This is an optimization exercise on Yosys and OpenROAD, whose aim is small area and a short achievable clock period, not a production implementation.
Only simulation tests tie the RTL to the original design; equivalence was not proved.

==> 07-21 <==
## binary_lif_neuron
module binary_lif_neuron #(
    parameter POTENTIAL_WIDTH = 16,
    parameter FRACTION_BITS = 8
) (
    input wire clk,
    input wire reset,
    input wire I,
    input wire [FRACTION_BITS-1:0] lambda_val_scaled,
    input wire [POTENTIAL_WIDTH-1:0] theta_val_scaled,
    input wire [POTENTIAL_WIDTH-1:0] reset_val_scaled,
    output reg S
);
Settings: LEC_CHECK=0, CAP_MARGIN=20, CORE_MARGIN=2, CORE_UTILIZATION=30, SETUP_SLACK_MARGIN=2.5, SLEW_MARGIN=20, SYNTH_HIERARCHICAL=1; clock period 9.0 ns.
run.sh (not shown) runs the stock make flow with config.mk's settings and CLKGATE_MAP_FILE= SYNTH_SCRIPT=/design/flow/synth_recipe.tcl, a recipe that flattens the netlist after the stock synthesis.
==> 07-14 (differences from 07-21) <==
Settings changed: CORE_UTILIZATION 30 to 40, SETUP_SLACK_MARGIN 2.5 to default.
==> 04-05 (differences from 07-21) <==
Settings changed: CORE_UTILIZATION 30 to 40, SETUP_SLACK_MARGIN 2.5 to 3.0.
==> notes.md <==
07-21 completed with no timing, DRC or antenna violations. 07-14 ran to the end with no violations. 04-05 passed the timing, design-rule and antenna checks.
Between 07-21 and 04-05, the lower utilization is in 07-21 (gap 14 points).
Sequential cell count is the same in 07-14 and 07-21.
In 07-21 the non-clock buffer count is lower than in 04-05, by 21.
In synthesized area, 07-14 and 07-21 do not differ.
The lowest sequential share of layout area belongs to 04-05, the highest to 07-14.
Maximum frequency: 07-14 < 07-21 < 04-05.
Via count, highest first: 04-05, 07-21, 07-14.
==> figures <==
	07-14	07-21	04-05
Status	finished clean	finished clean	finished clean
Worst endpoint required time	9150 ps	9140 ps	9150 ps
Final Cycle Share	75.0%	69.1%	64.2%
Fill cell count	1011	1421	993
Reg-to-Reg Start	P[2]	P[6]	P[2]
Slowest-stage cell, CP	sky130_fd_sc_hd__nor2b_1	sky130_fd_sc_hd__nor2b_2	sky130_fd_sc_hd__fa_1
Starting DRC count in detailed routing	525	564	691
Place WS	2030 ps	2180 ps	2030 ps
Horiz. Die Dim	107 um	123 um	107 um
Per-cell routed wire length	17.2 um	17.3 um	17.6 um
Sequential cell area	425 um^2	425 um^2	438 um^2
Final core area utilization	47.4%	36.2%	50.3%
Worst Hold Margin	1360 ps	1360 ps	1380 ps
Final Instance Area	4890 um^2	5020 um^2	5190 um^2
Met3 Track Usage GR	2.01%	1.66%	1.70%
Cell area reported after detailed placement	4840 um^2	4890 um^2	4840 um^2
Total Wirelength	11500 um	12300 um	12100 um

========
==> wip/indigo: inputs <==
binary_lif_neuron, a different RTL version from the one above (not shown whole).
==> flow/config.mk <==
export PLATFORM = sky130hd
export DESIGN_NAME = binary_lif_neuron
export DESIGN_NICKNAME = binary_lif_neuron
export VERILOG_FILES = /design/flow/design.v
export SDC_FILE = /design/flow/constraint.sdc
export NUM_CORES = 4
export LEC_CHECK = 0
export CAP_MARGIN = 20
export CORE_MARGIN = 2
export CORE_UTILIZATION = 40
export SETUP_SLACK_MARGIN = 3.5
export SLEW_MARGIN = 20
export SYNTH_HIERARCHICAL = 1
==> flow/constraint.sdc <==
create_clock -name core_clock -period 9.0 [get_ports {clk}]
set_input_delay 1.8000 -clock core_clock [delete_from_list [all_inputs] [get_ports {clk}]]
set_output_delay 1.8000 -clock core_clock [all_outputs]
set_load 0.01 [all_outputs]
standard.sh (not shown) runs the stock make flow with config.mk's settings and CLKGATE_MAP_FILE= SYNTH_SCRIPT=/design/flow/synth_recipe.tcl, a recipe that flattens the netlist after the stock synthesis.
==> flow/flow/run.sh <==
#!/bin/bash
# Own layout flow: the standard flow (standard.sh) with three changes:
#  * port buffers are buf_1 (the resizer still upsizes them where timing needs it),
#  * after the standard synthesis, every combinational cell is set to its smallest drive
#    strength, so that the resizer grows only the cells whose timing needs it,
#  * repair_timing aims at the setup slack margin in config.mk as usual.
# Each step's full output goes to a log file in the folder this runs in.
set -euo pipefail
export BUFFER_PORTS_ARGS="-buffer_cell sky130_fd_sc_hd__buf_1"
bash standard.sh synth > run_synth.log 2>&1
R=orfs/results/${FLOW_PLATFORM}/binary_lif_neuron/base
cp $R/1_2_yosys.v run_synth_netlist_orig.v
sed -E -i 's/\b(sky130_fd_sc_hd__(a21oi|a21o|a21boi|a21bo|o21ai|o21a|o21bai|o21ba|mux2|mux2i|nand2|nand2b|nor2|nor2b|and2|and2b|or2|or2b|xor2|xnor2|inv|buf|clkbuf|a222oi|a22oi|a22o|nand3|nor3|and3|or3|a211oi|o211ai|a31oi|o31ai))_[0-9]+\b/\1_1/g' $R/1_2_yosys.v
touch $R/1_2_yosys.v
bash standard.sh > run_layout.log 2>&1
==> wip/maple (differences from wip/indigo) <==
--- a/flow/config.mk
+++ b/flow/config.mk
@@ -5,9 +5,9 @@
 export SDC_FILE = /design/flow/constraint.sdc
 export NUM_CORES = 4
 export LEC_CHECK = 0
 export CAP_MARGIN = 20
 export CORE_MARGIN = 2
 export CORE_UTILIZATION = 40
-export SETUP_SLACK_MARGIN = 3.5
+export SETUP_SLACK_MARGIN = 2.8
 export SLEW_MARGIN = 20
 export SYNTH_HIERARCHICAL = 1
==> wip/nickel (differences from wip/indigo) <==
--- a/flow/design.v
+++ b/flow/design.v
@@ -900,44 +900,22 @@
     lif_g2 u852 (.i0(w845), .i1(w847), .i2(w841), .y(w851));
     lif_g0 u854 (.i0(w847), .i1(w843), .y(w853));
     lif_g3 u856 (.i0(w851), .i1(w853), .i2(w849), .y(w855));
     lif_inv u858 (.a(w855), .y(i857));
     lif_inv u860 (.a(w731), .y(i859));
     wire spike = ~(i857 & i859);
-    wire [15:0] Pn;
-    wire spike_n = i857 & i859;
-    lif_ao22 u861 (.a(spike), .b(reset_val_scaled[0]), .c(spike_n), .d(Pc[0]), .y(Pn[0]));
-    lif_ao22 u862 (.a(spike), .b(reset_val_scaled[1]), .c(spike_n), .d(Pc[1]), .y(Pn[1]));
-    lif_ao22 u863 (.a(spike), .b(reset_val_scaled[2]), .c(spike_n), .d(Pc[2]), .y(Pn[2]));
-    lif_ao22 u864 (.a(spike), .b(reset_val_scaled[3]), .c(spike_n), .d(Pc[3]), .y(Pn[3]));
-    lif_ao22 u865 (.a(spike), .b(reset_val_scaled[4]), .c(spike_n), .d(Pc[4]), .y(Pn[4]));
-    lif_ao22 u866 (.a(spike), .b(reset_val_scaled[5]), .c(spike_n), .d(Pc[5]), .y(Pn[5]));
-    lif_ao22 u867 (.a(spike), .b(reset_val_scaled[6]), .c(spike_n), .d(Pc[6]), .y(Pn[6]));
-    lif_ao22 u868 (.a(spike), .b(reset_val_scaled[7]), .c(spike_n), .d(Pc[7]), .y(Pn[7]));
-    lif_ao22 u869 (.a(spike), .b(reset_val_scaled[8]), .c(spike_n), .d(Pc[8]), .y(Pn[8]));
-    lif_ao22 u870 (.a(spike), .b(reset_val_scaled[9]), .c(spike_n), .d(Pc[9]), .y(Pn[9]));
-    lif_ao22 u871 (.a(spike), .b(reset_val_scaled[10]), .c(spike_n), .d(Pc[10]), .y(Pn[10]));
-    lif_ao22 u872 (.a(spike), .b(reset_val_scaled[11]), .c(spike_n), .d(Pc[11]), .y(Pn[11]));
-    lif_ao22 u873 (.a(spike), .b(reset_val_scaled[12]), .c(spike_n), .d(Pc[12]), .y(Pn[12]));
-    lif_ao22 u874 (.a(spike), .b(reset_val_scaled[13]), .c(spike_n), .d(Pc[13]), .y(Pn[13]));
-    lif_ao22 u875 (.a(spike), .b(reset_val_scaled[14]), .c(spike_n), .d(Pc[14]), .y(Pn[14]));
-    lif_ao22 u876 (.a(spike), .b(reset_val_scaled[15]), .c(spike_n), .d(Pc[15]), .y(Pn[15]));
-    wire [15:0] PNEXT = Pn;
     always @(posedge clk or posedge reset) begin
         if (reset) begin
             P <= 16'd0;
             S <= 1'b0;
         end else begin
             S <= spike;
-            P <= PNEXT;
+            P <= spike ? reset_val_scaled : Pc;
         end
     end
 endmodule
-module lif_ao22 (input wire a, input wire b, input wire c, input wire d, output wire y);
-    assign y = (a & b) | (c & d);
-endmodule
 module lif_fa (input wire a, input wire b, input wire c, output wire s, output wire co);
     assign s = a ^ b ^ c;
     assign co = (a & b) | (a & c) | (b & c);
 endmodule
 module lif_ha (input wire a, input wire b, output wire s, output wire co);
     assign s = a ^ b;
@@ -955,15 +933,12 @@
 module lif_nand2 (input wire a, input wire b, output wire y);
     assign y = ~(a & b);
 endmodule
 module lif_nor2 (input wire a, input wire b, output wire y);
     assign y = ~(a | b);
 endmodule
-module lif_and2 (input wire a, input wire b, output wire y);
-    assign y = a & b;
-endmodule
 module lif_or2 (input wire a, input wire b, output wire y);
     assign y = a | b;
 endmodule
 module lif_xor2 (input wire a, input wire b, output wire y);
     assign y = a ^ b;
 endmodule
@@ -979,38 +954,38 @@
     assign yn = ~((a & sa) | (b & sb) | (c & sc));
 endmodule
 module lif_g0 (input wire i0, input wire i1, output wire y);
     assign y = ~((i0 & i1));
 endmodule
 module lif_g1 (input wire i0, input wire i1, input wire i2, output wire y);
-    assign y = ~(((~i0) | (i1 & i2)));
+    assign y = ~((~i0 | (i1 & i2)));
 endmodule
 module lif_g2 (input wire i0, input wire i1, input wire i2, output wire y);
     assign y = ~((i0 | (i1 & i2)));
 endmodule
 module lif_g3 (input wire i0, input wire i1, input wire i2, output wire y);
-    assign y = ((~i0) | ((~i1) & (~i2)));
+    assign y = (~i0 | (~i1 & ~i2));
 endmodule
 module lif_g4 (input wire i0, input wire i1, output wire y);
-    assign y = ((~i0) & (~i1));
+    assign y = (~i0 & ~i1);
 endmodule
 module lif_g5 (input wire i0, input wire i1, input wire i2, input wire i3, output wire y);
     assign y = ~(((i0 & i1) | (i2 & i3)));
 endmodule
 module lif_g6 (input wire i0, input wire i1, input wire i2, input wire i3, output wire y);
-    assign y = ~(((i0 & i1) | ((~i2) & i3)));
+    assign y = ~(((i0 & i1) | (~i2 & i3)));
 endmodule
 module lif_g7 (input wire i0, input wire i1, output wire y);
-    assign y = ((~i0) | (~i1));
+    assign y = (~i0 | ~i1);
 endmodule
 module lif_g8 (input wire i0, input wire i1, output wire y);
-    assign y = ~(((~i0) & i1));
+    assign y = ~((~i0 & i1));
 endmodule
 module lif_g9 (input wire i0, input wire i1, output wire y);
-    assign y = ~(((~i0) | i1));
+    assign y = ~((~i0 | i1));
 endmodule
 module lif_g10 (input wire i0, input wire i1, input wire i2, output wire y);
-    assign y = (i0 | ((~i1) & (~i2)));
+    assign y = (i0 | (~i1 & ~i2));
 endmodule
 module lif_g11 (input wire i0, input wire i1, output wire y);
-    assign y = ~((i0 & (~i1)));
+    assign y = ~((i0 & ~i1));
 endmodule
--- a/flow/config.mk
+++ b/flow/config.mk
@@ -5,9 +5,9 @@
 export SDC_FILE = /design/flow/constraint.sdc
 export NUM_CORES = 4
 export LEC_CHECK = 0
 export CAP_MARGIN = 20
 export CORE_MARGIN = 2
 export CORE_UTILIZATION = 40
-export SETUP_SLACK_MARGIN = 3.5
+export SETUP_SLACK_MARGIN = 3.0
 export SLEW_MARGIN = 20
 export SYNTH_HIERARCHICAL = 1
==> comparison table <==
quantity	wip/maple	wip/indigo	wip/nickel
Result of the run	no timing/DRC/antenna violations	no timing/DRC/antenna violations	no timing/DRC/antenna violations
Slew at the pin closest to its max-slew limit	1.051 ns	0.6417 ns	0.7310 ns
Vertical die dimension	101.1 um	101.1 um	101.6 um
Clock-cell share of area	1.079%	1.017%	1.075%
Cell area after placement	4075 um2	4085 um2	4145 um2
Post-route clock period utilization	65.97%	59.05%	63.56%
Number of tap instances	111	111	129
Multi-input logic area	3261 um2	3423 um2	3344 um2
Levels on crit path	16	16	17
Fraction of standard cell area in multi-input logic	78.14%	75.23%	77.68%
Net count of the finished layout	591	616	594
Detailed Route WL	11150 um	11860 um	10910 um
Met3 layer wire length in the routed design	1005 um	1063 um	693 um
Layer carrying the most global-route usage	met2	met1	met2

## what the ideal ports hide
The results above use ideal ports. As a check the final layouts listed here were re-extracted and re-timed, cells and wires unchanged.
Step 1, drivers: a clkbuf_16 drives clk and a buf_2 each remaining input, both assumed.
Step 2 moves the port delays by t, midway between the first and last clock arrival at a register: inputs arrive t later, outputs are due t later. That takes back most of the time a late clock gives input paths.
a / b / c = ideal ports / drivers / drivers and shift; a / b = the first two.
run | shift t [ns] | setup slack, ns | hold WS [ns] | worst register clock-pin slew, ns | pins driven straight from the clock port
07-21 | 0.291 | 2.781 / 2.785 / 2.494 | 1.361 / 1.361 / 1.361 | 0.06 / 0.06 | 1
07-14 | 0.293 | 2.251 / 2.258 / 1.964 | 1.362 / 1.362 / 1.362 | 0.09 / 0.09 | 1
04-05 | 0.293 | 3.222 / 3.230 / 2.937 | 1.376 / 1.376 / 1.376 | 0.09 / 0.09 | 1
wip/indigo | 0.275 | 3.686 / 3.688 / 3.413 | 1.359 / 1.359 / 1.359 | 0.07 / 0.07 | 1
wip/maple | 0.266 | 3.063 / 3.062 / 2.797 | 1.400 / 1.400 / 1.400 | 0.06 / 0.06 | 1
wip/nickel | 0.297 | 3.280 / 3.292 / 2.995 | 1.310 / 1.310 / 1.310 | 0.09 / 0.09 | 1
After both steps every run listed still meets setup and hold.
